From an optimization exercise on the open Yosys and OpenROAD flow, aimed at small area, a short achievable clock period and few clock cycles per item; shortcuts taken in it are not production practice.
RTL that was checked went through simulation tests only; none was proved equivalent to the original.
Power is estimated from default activity; no workload was simulated.

## south
==> flow/design.v <==
module single_divider (Clk, a_in, d_in, q_out, r_out);
input Clk;
input [7:0] a_in, d_in;
output [7:0] q_out, r_out;
wire [0:0] pr0 = a_in[7];
wire ge0 = (d_in[7:1] == 0) && (pr0 >= d_in[0:0]);
wire [0:0] nr0 = ge0 ? (pr0 - d_in[0:0]) : pr0;
wire [0:0] r1 = nr0;
wire [0:0] q1 = ge0;
wire [6:0] a1 = a_in[6:0];
wire [7:0] d1 = d_in;
wire [1:0] pr1 = {r1, a1[6]};
wire ge1 = (d1[7:2] == 0) && (pr1 >= d1[1:0]);
wire [1:0] nr1 = ge1 ? (pr1 - d1[1:0]) : pr1;
wire [1:0] r2 = nr1;
wire [1:0] q2 = {q1, ge1};
wire [5:0] a2 = a1[5:0];
wire [7:0] d2 = d1;
wire [2:0] pr2 = {r2, a2[5]};
wire ge2 = (d2[7:3] == 0) && (pr2 >= d2[2:0]);
wire [2:0] nr2 = ge2 ? (pr2 - d2[2:0]) : pr2;
reg [2:0] r3;
always @(posedge Clk) r3 <= nr2;
reg [2:0] q3;
always @(posedge Clk) q3 <= {q2, ge2};
reg [4:0] a3;
always @(posedge Clk) a3 <= a2[4:0];
reg [7:0] d3;
always @(posedge Clk) d3 <= d2;
wire [3:0] pr3 = {r3, a3[4]};
wire ge3 = (d3[7:4] == 0) && (pr3 >= d3[3:0]);
wire [3:0] nr3 = ge3 ? (pr3 - d3[3:0]) : pr3;
wire [3:0] r4 = nr3;
wire [3:0] q4 = {q3, ge3};
wire [3:0] a4 = a3[3:0];
wire [7:0] d4 = d3;
wire [4:0] pr4 = {r4, a4[3]};
wire ge4 = (d4[7:5] == 0) && (pr4 >= d4[4:0]);
wire [4:0] nr4 = ge4 ? (pr4 - d4[4:0]) : pr4;
wire [4:0] r5 = nr4;
wire [4:0] q5 = {q4, ge4};
wire [2:0] a5 = a4[2:0];
wire [7:0] d5 = d4;
wire [5:0] pr5 = {r5, a5[2]};
wire ge5 = (d5[7:6] == 0) && (pr5 >= d5[5:0]);
wire [5:0] nr5 = ge5 ? (pr5 - d5[5:0]) : pr5;
reg [5:0] r6;
always @(posedge Clk) r6 <= nr5;
reg [5:0] q6;
always @(posedge Clk) q6 <= {q5, ge5};
reg [1:0] a6;
always @(posedge Clk) a6 <= a5[1:0];
reg [7:0] d6;
always @(posedge Clk) d6 <= d5;
wire [6:0] pr6 = {r6, a6[1]};
wire ge6 = (d6[7:7] == 0) && (pr6 >= d6[6:0]);
wire [6:0] nr6 = ge6 ? (pr6 - d6[6:0]) : pr6;
wire [6:0] r7 = nr6;
wire [6:0] q7 = {q6, ge6};
wire [0:0] a7 = a6[0:0];
wire [7:0] d7 = d6;
wire [7:0] pr7 = {r7, a7[0]};
wire ge7 = (pr7 >= d7);
wire [7:0] nr7 = ge7 ? (pr7 - d7) : pr7;
wire [7:0] r8 = nr7;
wire [7:0] q8 = {q7, ge7};
assign q_out = q8;
assign r_out = r8;
endmodule
`timescale 1 ns / 100 ps
module Out_of_Order_divider (clk, rst, start, memory_write_complete, dd_addr, dd_data, qr_we, qr_addr, qr_data);
input clk, rst, start;
output memory_write_complete;
output [4:0] dd_addr;
input [15:0] dd_data;
output qr_we;
output [4:0] qr_addr;
output [15:0] qr_data;
reg [4:0] rd_ptr, wr_ptr;
reg rd_run;
reg [1:0] valid;    
wire rd_active = start | rd_run;
always @(posedge clk, posedge rst)
begin
  if (rst) begin
    rd_ptr <= 5'd0;
    wr_ptr <= 5'd0;
    rd_run <= 1'b0;
    valid <= 0;
  end else begin
    valid <= {valid[0:0], rd_active};
    if (rd_active) begin
      rd_ptr <= rd_ptr + 5'd1;
      rd_run <= (rd_ptr != 5'd31);
    end
    if (qr_we)
      wr_ptr <= wr_ptr + 5'd1;
  end
end
assign dd_addr = rd_ptr;
assign qr_we = valid[1];
assign qr_addr = wr_ptr;
assign memory_write_complete = qr_we && (wr_ptr == 5'd31);
single_divider divider (.Clk(clk), .a_in(dd_data[15:8]), .d_in(dd_data[7:0]), .q_out(qr_data[15:8]), .r_out(qr_data[7:0]));
endmodule
Settings: LEC_CHECK=0, CAP_MARGIN=20, CORE_MARGIN=2, CORE_UTILIZATION=40, PLACE_DENSITY=0.6, SLEW_MARGIN=20; clock period 6.0 ns.
run.sh (not shown) runs the stock make flow with config.mk's settings and CLKGATE_MAP_FILE= SYNTH_SCRIPT=/design/flow/synth_recipe.tcl, a recipe that flattens the netlist after the stock synthesis.
Here is what was changed in the inputs of east compared with south.
-- flow/design.v --
<<< south, line 13
wire ge1 = (d1[7:2] == 0) && (pr1 >= d1[1:0]);
wire [1:0] nr1 = ge1 ? (pr1 - d1[1:0]) : pr1;
wire [1:0] r2 = nr1;
wire [1:0] q2 = {q1, ge1};
wire [5:0] a2 = a1[5:0];
wire [7:0] d2 = d1;
wire [2:0] pr2 = {r2, a2[5]};
wire ge2 = (d2[7:3] == 0) && (pr2 >= d2[2:0]);
wire [2:0] nr2 = ge2 ? (pr2 - d2[2:0]) : pr2;
reg [2:0] r3;
always @(posedge Clk) r3 <= nr2;
reg [2:0] q3;
always @(posedge Clk) q3 <= {q2, ge2};
reg [4:0] a3;
always @(posedge Clk) a3 <= a2[4:0];
reg [7:0] d3;
always @(posedge Clk) d3 <= d2;
wire [3:0] pr3 = {r3, a3[4]};
wire ge3 = (d3[7:4] == 0) && (pr3 >= d3[3:0]);
wire [3:0] nr3 = ge3 ? (pr3 - d3[3:0]) : pr3;
wire [3:0] r4 = nr3;
wire [3:0] q4 = {q3, ge3};
wire [3:0] a4 = a3[3:0];
wire [7:0] d4 = d3;
wire [4:0] pr4 = {r4, a4[3]};
wire ge4 = (d4[7:5] == 0) && (pr4 >= d4[4:0]);
>>> east, line 13
wire ge1 = (d1[7:2] == 0) && (pr1 >= d1[1:0]);
wire [1:0] nr1 = ge1 ? (pr1 - d1[1:0]) : pr1;
reg [1:0] r2;
always @(posedge Clk) r2 <= nr1;
reg [1:0] q2;
always @(posedge Clk) q2 <= {q1, ge1};
reg [5:0] a2;
always @(posedge Clk) a2 <= a1[5:0];
reg [7:0] d2;
always @(posedge Clk) d2 <= d1;
wire [2:0] pr2 = {r2, a2[5]};
wire ge2 = (d2[7:3] == 0) && (pr2 >= d2[2:0]);
wire [2:0] nr2 = ge2 ? (pr2 - d2[2:0]) : pr2;
wire [2:0] r3 = nr2;
wire [2:0] q3 = {q2, ge2};
wire [4:0] a3 = a2[4:0];
wire [7:0] d3 = d2;
wire [3:0] pr3 = {r3, a3[4]};
wire ge3 = (d3[7:4] == 0) && (pr3 >= d3[3:0]);
wire [3:0] nr3 = ge3 ? (pr3 - d3[3:0]) : pr3;
reg [3:0] r4;
always @(posedge Clk) r4 <= nr3;
reg [3:0] q4;
always @(posedge Clk) q4 <= {q3, ge3};
reg [3:0] a4;
always @(posedge Clk) a4 <= a3[3:0];
reg [7:0] d4;
always @(posedge Clk) d4 <= d3;
wire [4:0] pr4 = {r4, a4[3]};
wire ge4 = (d4[7:5] == 0) && (pr4 >= d4[4:0]);
<<< south, line 61
wire [7:0] d7 = d6;
wire [7:0] pr7 = {r7, a7[0]};
wire ge7 = (pr7 >= d7);
wire [7:0] nr7 = ge7 ? (pr7 - d7) : pr7;
wire [7:0] r8 = nr7;
wire [7:0] q8 = {q7, ge7};
>>> east, line 65
wire [7:0] d7 = d6;
wire [7:0] pr7 = {r7, a7[0]};
wire ge7 = 1'b1 && (pr7 >= d7[7:0]);
wire [7:0] nr7 = ge7 ? (pr7 - d7[7:0]) : pr7;
wire [7:0] r8 = nr7;
wire [7:0] q8 = {q7, ge7};
<<< south, line 79
reg [4:0] rd_ptr, wr_ptr;
reg rd_run;
reg [1:0] valid;    
wire rd_active = start | rd_run;
always @(posedge clk, posedge rst)
>>> east, line 83
reg [4:0] rd_ptr, wr_ptr;
reg rd_run;
reg [2:0] valid;    
wire rd_active = start | rd_run;
always @(posedge clk, posedge rst)
<<< south, line 89
    valid <= 0;
  end else begin
    valid <= {valid[0:0], rd_active};
    if (rd_active) begin
      rd_ptr <= rd_ptr + 5'd1;
>>> east, line 93
    valid <= 0;
  end else begin
    valid <= {valid[1:0], rd_active};
    if (rd_active) begin
      rd_ptr <= rd_ptr + 5'd1;
<<< south, line 99
end
assign dd_addr = rd_ptr;
assign qr_we = valid[1];
assign qr_addr = wr_ptr;
assign memory_write_complete = qr_we && (wr_ptr == 5'd31);
>>> east, line 103
end
assign dd_addr = rd_ptr;
assign qr_we = valid[2];
assign qr_addr = wr_ptr;
assign memory_write_complete = qr_we && (wr_ptr == 5'd31);
==> comparison <==
- Measured against each other, east and south differ in non-clock buffer count, the lower figure coming from east.
- Compare east and south | relative contribution of combinational cells to total power lower: east
- Taking south as the reference, in east count of clock-net buffers in the final layout picked up an extra 5, sequential fraction of total cell area picked up an extra 5.6 points, post-detailed-routing wire length picked up an extra 8.5%, total power picked up an extra 0.38 mW.
- For the worst path setup slack after routing, east came in 0.012 ns higher than south did.
- Run comparison: south start point of the critical path divider.d6[1]; east start point of the critical path divider.d6[4]
- Taking south as 1.0, east lands at 1.3 on internal power component.
Function was not checked in any run of this note: the RTL went through the layout flow alone.

Setup of violet:
Out_of_Order_divider, a different RTL version from the one above (not shown whole).
For scale: roughly 420 cells after synthesis, roughly 85 flip-flops, ~47 I/O pins, about 0.0034 mm^2 of cells after synthesis.
clock: 6.0 ns
lec_check: 0
abc_area: 1
cap_margin: 20
core_margin: 2
core_utilization: 40
place_density: 0.6
setup_slack_margin: 3.0
slew_margin: 20
standard.sh (not shown) runs the stock make flow with config.mk's settings and CLKGATE_MAP_FILE= SYNTH_SCRIPT=/design/flow/synth_recipe.tcl, a recipe that flattens the netlist after the stock synthesis.
==> flow/flow/run.sh <==
#!/bin/bash
set -euo pipefail
bash standard.sh BUFFER_PORTS_ARGS="-buffer_cell sky130_fd_sc_hd__buf_1" ADDER_MAP_FILE= CTS_ARGS="-sink_clustering_enable -repair_clock_nets -dont_use_dummy_load" finish > standard.log 2>&1
Testbench counts of violet, summed over its fixed seeds: cycles 6,912, jobs 192.
Input changes introduced in sierra (baseline for comparison: violet):
-- flow/design.v --
<<< violet, line 25
wire [1:0] qq2 = {qq1, ge_1};
wire [5:0] aa2 = aa1[5:0];
wire [2:0] x2 = {r2, aa2[5:5]};
wire [3:0] b_2;
wire [2:0] df_2;
assign b_2[0] = 1'b0;
assign df_2[0] = x2[0] ^ d_in[0] ^ b_2[0];
assign b_2[1] = (~x2[0] & d_in[0]) | (~(x2[0] ^ d_in[0]) & b_2[0]);
assign df_2[1] = x2[1] ^ d_in[1] ^ b_2[1];
assign b_2[2] = (~x2[1] & d_in[1]) | (~(x2[1] ^ d_in[1]) & b_2[1]);
assign df_2[2] = x2[2] ^ d_in[2] ^ b_2[2];
assign b_2[3] = (~x2[2] & d_in[2]) | (~(x2[2] ^ d_in[2]) & b_2[2]);
wire ge_2 = (d_in[7:3] == 0) && !b_2[3];
wire [2:0] r3 = ge_2 ? df_2 : x2;
wire [2:0] qq3 = {qq2, ge_2};
wire [4:0] aa3 = aa2[4:0];
reg [2:0] r_p1;
always @(posedge Clk) r_p1 <= r3;
reg [4:0] a_p1;
always @(posedge Clk) a_p1 <= aa3;
reg [2:0] q_p1;
always @(posedge Clk) q_p1 <= qq3;
reg [7:0] d_p1;
always @(posedge Clk) d_p1 <= d_in;
wire [3:0] x3 = {r_p1, a_p1[4:4]};
wire [4:0] b_3;
wire [3:0] df_3;
>>> sierra, line 25
wire [1:0] qq2 = {qq1, ge_1};
wire [5:0] aa2 = aa1[5:0];
reg [1:0] r_p1;
always @(posedge Clk) r_p1 <= r2;
reg [5:0] a_p1;
always @(posedge Clk) a_p1 <= aa2;
reg [1:0] q_p1;
always @(posedge Clk) q_p1 <= qq2;
reg [7:0] d_p1;
always @(posedge Clk) d_p1 <= d_in;
wire [2:0] x2 = {r_p1, a_p1[5:5]};
wire [3:0] b_2;
wire [2:0] df_2;
assign b_2[0] = 1'b0;
assign df_2[0] = x2[0] ^ d_p1[0] ^ b_2[0];
assign b_2[1] = (~x2[0] & d_p1[0]) | (~(x2[0] ^ d_p1[0]) & b_2[0]);
assign df_2[1] = x2[1] ^ d_p1[1] ^ b_2[1];
assign b_2[2] = (~x2[1] & d_p1[1]) | (~(x2[1] ^ d_p1[1]) & b_2[1]);
assign df_2[2] = x2[2] ^ d_p1[2] ^ b_2[2];
assign b_2[3] = (~x2[2] & d_p1[2]) | (~(x2[2] ^ d_p1[2]) & b_2[2]);
wire ge_2 = (d_p1[7:3] == 0) && !b_2[3];
wire [2:0] r3 = ge_2 ? df_2 : x2;
wire [2:0] qq3 = {q_p1, ge_2};
wire [4:0] aa3 = a_p1[4:0];
wire [3:0] x3 = {r3, aa3[4:4]};
wire [4:0] b_3;
wire [3:0] df_3;
<<< violet, line 61
wire ge_3 = (d_p1[7:4] == 0) && !b_3[4];
wire [3:0] r4 = ge_3 ? df_3 : x3;
wire [3:0] qq4 = {q_p1, ge_3};
wire [3:0] aa4 = a_p1[3:0];
wire [4:0] x4 = {r4, aa4[3:3]};
wire [5:0] b_4;
>>> sierra, line 61
wire ge_3 = (d_p1[7:4] == 0) && !b_3[4];
wire [3:0] r4 = ge_3 ? df_3 : x3;
wire [3:0] qq4 = {qq3, ge_3};
wire [3:0] aa4 = aa3[3:0];
wire [4:0] x4 = {r4, aa4[3:3]};
wire [5:0] b_4;
Results
Cmp violet and sierra / sequential share of layout area / lower: sierra. On number of placement rows, the lower figure sits with violet, not sierra. The global-route wire length before repair number comes out lower for violet vs sierra. Looking at hold slack, sierra sits above violet. In sierra the global routing usage on met1 turned out 0.59 points higher than in violet. violet -> sierra: number of routed nets with antenna violations delta 0, exact match. Going from violet to sierra, the area added between synthesis and finish was found to have gone down by 1.2 points. Re net count reported at finish: violet and sierra aren't equal, and the higher value belongs to sierra. Comparing achievable frequency for violet and sierra, the bigger number came from sierra. Per the comparison of sierra with violet, total nets after synthesis +32, post-layout minimum cycle time -0.094 ns.
No functional check of the RTL was part of sierra.

## the reference run
Another version of the RTL of Out_of_Order_divider (not shown whole).
Size in the first run: roughly 410 cells after synthesis, about 85 flip-flops, about 3300 um^2 of cells after synthesis.
export LEC_CHECK = 0
export ABC_AREA = 1
export CAP_MARGIN = 20
export CORE_MARGIN = 2
export CORE_UTILIZATION = 40
export PLACE_DENSITY = 0.6
export SETUP_SLACK_MARGIN = 3.0
export SLEW_MARGIN = 20
create_clock -name core_clock -period 6.0 [get_ports {clk}]
==> flow/flow/run.sh <==
#!/bin/bash
# Layout flow: the standard layout (standard.sh: ORFS from synthesis to
# finish) with three changes to how the layout is made:
#  - synthesis leaves the adders to ABC (ADDER_MAP_FILE empty, so no full- or
#    half-adder cells are extracted) and ABC restructures the divider's borrow
#    chains for delay; the registers come out exactly as in the standard run;
#  - every input and output port is buffered by a sky130_fd_sc_hd__buf_1;
#  - clock tree synthesis inserts no dummy loads (-dont_use_dummy_load).
# The tools' full output goes to standard.log; ORFS keeps its per-step logs
# under orfs/logs.
set -euo pipefail
bash standard.sh BUFFER_PORTS_ARGS="-buffer_cell sky130_fd_sc_hd__buf_1" ADDER_MAP_FILE= \
  CTS_ARGS="-sink_clustering_enable -repair_clock_nets -dont_use_dummy_load" finish > standard.log 2>&1
Testbench counts of the reference run, summed over its fixed seeds: cycles 6,912, jobs 192.
For the trial run, these inputs were changed with respect to the reference run:
diff --git a/flow/design.v b/flow/design.v
--- a/flow/design.v
+++ b/flow/design.v
@@ -134,19 +134,18 @@
 always @(posedge Clk) r_p3 <= r7;
 reg [0:0] a_p3;
 always @(posedge Clk) a_p3 <= aa7;
 reg [6:0] q_p3;
 always @(posedge Clk) q_p3 <= qq7;
 reg [7:0] d_p3;
 always @(posedge Clk) d_p3 <= d_p2;
 wire [7:0] x7 = {r_p3, a_p3[0:0]};
-wire [8:0] t_7_1 = {1'b0, x7} - {1'b0, d_p3[7:0]};
-wire ge_7_1 = 1'b1 && !t_7_1[8];
-wire [7:0] df_7_1 = t_7_1[7:0];
+wire ge_7_1 = 1'b1 && (x7 >= d_p3[7:0]);
+wire [7:0] df_7_1 = x7 - d_p3[7:0];
 wire [7:0] r8 = ge_7_1 ? df_7_1 : x7;
 wire [7:0] qq8 = {q_p3, ge_7_1};
 reg [7:0] r_p4;
 always @(posedge Clk) r_p4 <= r8;
 reg [7:0] q_p4;
 always @(posedge Clk) q_p4 <= qq8;
 assign q_out = q_p4;
 assign r_out = r_p4;
==> comparison <==
[compare] base=the reference run new=the trial run: area of all placed cells without fillers climbed about 1.2%; synthesized instance count climbed 9; shortest clock period the worst path allows after layout climbed 25 ps; clock power share climbed 0.5 points. Power consumption delta for the trial run relative to the reference run: about 2.5% higher. Comparing the reference run with the trial run, the slew at the pin closest to its max-slew limit came out essentially unchanged. In the trial run relative to the reference run, top achievable clock speed had gone down slightly. The met1 capacity usage during global routing reported for the trial run is greater than that of the reference run by 1.0 points. Wire: the trial run routes more than the reference run. For sequential power, the reference run and the trial run come out practically identical.
Testbench counts of the trial run, summed over its fixed seeds: cycles 6,912, jobs 192.

==> separate check: timing with driven ports <==
In the flow no input, the clock included, has a driving cell. The finished layouts below were timed again as built, in two steps. Step 1 (the two cells are an assumption about what drives the block):
set clk [get_ports {clk}]
set_driving_cell -lib_cell sky130_fd_sc_hd__clkbuf_16 $clk
set_driving_cell -lib_cell sky130_fd_sc_hd__buf_2 [delete_from_list [all_inputs] $clk]
Step 2, shift: input delay + t, output delay - t, t = (earliest + latest rising clock arrival at the registers) / 2. This alone moves slack from input paths to output paths. a / b / c = ideal / step 1 / step 2; a / b = the first two.
run | shift t [ns] | slack for setup (ns) | cell pins on the clock port's net
south | 0.332 | 0.365 / 0.336 / 0.588 | 1
east | 0.370 | 0.377 / 0.351 / 0.721 | 1
violet | 0.370 | 3.238 / 3.247 / 2.876 | 1
sierra | 0.366 | 3.332 / 3.332 / 3.332 | 1
the reference run | 0.365 | 3.263 / 3.275 / 2.910 | 1
the trial run | 0.370 | 3.238 / 3.247 / 2.876 | 1
After both steps every run listed still meets setup and hold.
